This is an optimization exercise on Yosys and OpenROAD, whose aim is small area, not a production implementation.
The RTL was checked by simulation tests, not by an equivalence proof against the original design.

==> branch delta <==
==> flow/design.v (excerpt) <==
module Test1 (
    input  wire        clk,
    input  wire        rst,
    input  wire [15:0] s_chans_dataI,
    input  wire [15:0] s_chans_dataQ,
    input  wire        s_chans_valid,
    input  wire [12:0] Filter_Coefficient,
    input  wire [12:0] Error_Coefficient,
    input  wire [7:0]  R_level,
    output wire        Valid_Out,
    output wire [25:0] OutputI,
    output wire [25:0] OutputQ
);
reg        Valid_1, Valid_2, ema_Valid_1, ema_Valid_2, err_Valid_1, err_Valid_2;
reg [15:0] received_Isignal, received_Qsignal;
reg [15:0] received_Isignal_d, received_Qsignal_d;
reg [25:0] I_out_reg, Q_out_reg;
reg [26:0] ema_Data;        
reg        ema_Data_c;
reg [12:0] ema_Coeff_1, ema_Coeff_2;
reg [26:0] ema_Pread;
reg [40:0] ema_accum;       
reg [40:0] ema_c;           
reg [26:0] err_Diff, err_Pread;
reg [12:0] err_Coeff_1, err_Coeff_2;
reg [36:0] err_accum;       
reg [36:0] err_c;           
wire gain_nz = |err_c[36:10];
wire sign_I  = (received_Isignal_d[15] ^ err_c[36]) & (|received_Isignal_d) & gain_nz;
wire sign_Q  = (received_Qsignal_d[15] ^ err_c[36]) & (|received_Qsignal_d) & gain_nz;
wire [25:0] mult_I, mult_Q;    
wire [26:0] module_out;        
wire [26:0] ema_diff;          
wire [40:0] ema_mac;           
wire [26:0] err_diff;          
wire [36:0] err_mac;           
wire n0 = ~received_Isignal_d[0];
wire n1 = received_Isignal_d[1] & n0;
wire n2 = ~received_Isignal_d[1];
wire n3 = received_Isignal_d[0] & err_c[10];
wire n4 = n3 ^ received_Isignal_d[1];
  ...
export LEC_CHECK = 0
export CAP_MARGIN = 20
export CORE_MARGIN = 2
export CORE_UTILIZATION = 60
export CTS_BUF_LIST = sky130_fd_sc_hd__clkbuf_4 sky130_fd_sc_hd__clkbuf_8
export SLEW_MARGIN = 20
export SYNTH_HIERARCHICAL = 1
create_clock -name core_clock -period 10.0 [get_ports {clk}]
run.sh (not shown) runs the stock make flow with config.mk's settings and CLKGATE_MAP_FILE= SYNTH_SCRIPT=/design/flow/synth_recipe.tcl, a recipe that flattens the netlist after the stock synthesis.
==> branch tundra (differences from branch delta) <==
Settings changed: CORE_UTILIZATION 60 to 40, CTS_BUF_LIST sky130_fd_sc_hd__clkbuf_4 sky130_fd_sc_hd__clkbuf_8 to unset.
==> qor summary <==
	branch delta	branch tundra
Number of cells on the critical path	31	32
Worst clock skew on the final layout	45.78 ps	58.24 ps
Total of plain and repair buffers excluding clock buffers	254	255
Status	timing/DRC/antenna clean	timing/DRC/antenna clean
Final non-clock buffer share	4.165%	4.133%
Final Cell Area	53560 µm²	54370 µm²
Number of clock buffers in the layout	117	63
H-tree depth	3	2
Worst setup path startpoint	received_Isignal_d[1]	received_Qsignal_d[7]
Largest stage delay, worst path	740 ps	650 ps
Dominant cell type by count on the critical path	fa_1	ha_1
Wirelength, routed	149100 µm	153900 µm
Total Nets Final	5950	5925
Clk slew on worst S/H paths	60 ps	80 ps
Total met3 wirelength after detailed routing	13460 µm	13150 µm
Number of cells on the worst reg-to-reg path	31	32
Required time of the worst setup path	10480 ps	10400 ps
Shortest period the worst path allows	9146 ps	9310 ps
Arrival time reported for the critical path endpoint	9630 ps	9710 ps
Worst hold path endpoint	err_Pread[22]	err_Pread[18]
Storage element area	9428 µm²	9430 µm²
Grt met2 use	55.42%	37.98%
Worst slew margin relative to its limit	24.86%	23.98%

========
==> lagoon <==
Test1, a different RTL version from the one above (not shown whole).
export LEC_CHECK = 0
export CAP_MARGIN = 20
export CELL_PAD_IN_SITES_DETAIL_PLACEMENT = 1
export CELL_PAD_IN_SITES_GLOBAL_PLACEMENT = 1
export CORE_MARGIN = 2
export CORE_UTILIZATION = 45
export PLACE_DENSITY = 0.6
export SLEW_MARGIN = 20
export SYNTH_HIERARCHICAL = 1
create_clock -name core_clock -period 10.0 [get_ports {clk}]
standard.sh (not shown) runs the stock make flow with config.mk's settings and CLKGATE_MAP_FILE= SYNTH_SCRIPT=/design/flow/synth_recipe.tcl, a recipe that flattens the netlist after the stock synthesis.
==> flow/flow/run.sh <==
#!/bin/bash
# The standard layout (the standard.sh, unchanged synthesis and steps),
# with two changes to how the layout is made:
#  - global placement buffers every input and output port with the platform's
#    smallest buffer (buf_1) instead of the cell buffer_ports picks itself;
#  - clock tree synthesis inserts no dummy loads and builds the tree from
#    clkbuf_8 cells over clusters of up to 20 sinks, 50 um across.
# standard.sh's (make's) full output goes to flow_standard.log in the folder
# this runs in; ORFS also keeps each step's log under orfs/logs/.
set -euo pipefail
cd "$(dirname "$0")/.."
export BUFFER_PORTS_ARGS="-buffer_cell sky130_fd_sc_hd__buf_1"
export CTS_ARGS="-sink_clustering_enable -repair_clock_nets -dont_use_dummy_load -buf_list sky130_fd_sc_hd__clkbuf_8 -sink_clustering_size 20 -sink_clustering_max_diameter 50"
bash standard.sh > flow_standard.log 2>&1
==> inputs of yarrow, as changes to lagoon <==
--- a/flow/config.mk
+++ b/flow/config.mk
@@ -9,7 +9,7 @@
 export CELL_PAD_IN_SITES_DETAIL_PLACEMENT = 1
 export CELL_PAD_IN_SITES_GLOBAL_PLACEMENT = 1
 export CORE_MARGIN = 2
-export CORE_UTILIZATION = 45
-export PLACE_DENSITY = 0.6
+export CORE_UTILIZATION = 35
+export PLACE_DENSITY = 0.5
 export SLEW_MARGIN = 20
 export SYNTH_HIERARCHICAL = 1
==> comparison table <==
metric	lagoon	yarrow
Outcome	timing/DRC/antenna clean	timing/DRC/antenna clean
Area overhead of the layout relative to synthesis	8.303%	9.705%
Worst reg2reg path startpoint	received_Isignal_d[4]	ema_accum[14]
Number of tap cells added at floorplan	1,368	1,755
Worst-case setup margin in the final layout	0.7281 ns	0.8457 ns
Endpoint of the worst hold path	err_c[4]	received_Isignal_d[14]
Number of cells after detailed placement	5,652	6,052
Routability congestion estimate	0.8907	0.8786
Number of cells in the finished layout apart from fillers	5,721	6,131
Clock insertion delay at the later pin of the skew report	0.74 ns	0.78 ns
Arrival @ worst endpoint	9.92 ns	9.87 ns
Relative max-transition margin	22.32%	25.02%
Routed met3 length	12.02 mm	12.15 mm
Core ar.	101,900 sq um	131,300 sq um
Horiz. Die Dim	324.7 um	367.7 um
Cell area after layout	50,140 sq um	50,790 sq um
Actual transition at the worst max-transition pin	1.157 ns	1.117 ns
Maximum number of pins on one net before global-route repair	90	81
Average detailed-routed wire length per instance	28.95 um	29.89 um
FP Rows	117	133
Wire length reported by the detailed router	165.6 mm	183.2 mm
Worst clock skew	0.08526 ns	0.07992 ns
Number of buffers created by CTS	66	72
Count of clock buffers in the final design	66	72

==> separate check: timing with driven ports <==
In the flow no input, the clock included, has a driving cell. The finished layouts below were timed again as built, in two steps. Step 1: set_driving_cell puts a clkbuf_16 on clk and a buf_2 on each other input, an assumption about the parent block. Step 2 moves the port delays by t, midway between the first and last clock arrival at a register: inputs arrive t later, outputs are due t later. That takes back most of the time a late clock gives input paths. Slacks: no drivers / after step 1 / after step 2; pairs: no drivers / after step 1.
run	t (ns)	slack for setup (ns)	clock arrival spread, ns	worst register clock-pin slew, ns	worst data-port slew with drivers (ns)
branch delta	0.783	0.854 / 0.854 / 0.854	0.049 / 0.048	0.08 / 0.08	0.08
branch tundra	0.726	0.690 / 0.690 / 0.690	0.059 / 0.058	0.08 / 0.08	0.07
lagoon	0.763	0.728 / 0.728 / 0.728	0.086 / 0.086	0.09 / 0.09	0.06
yarrow	0.818	0.846 / 0.846 / 0.846	0.096 / 0.097	0.09 / 0.09	0.09
After both steps setup and hold are still met in every run listed.
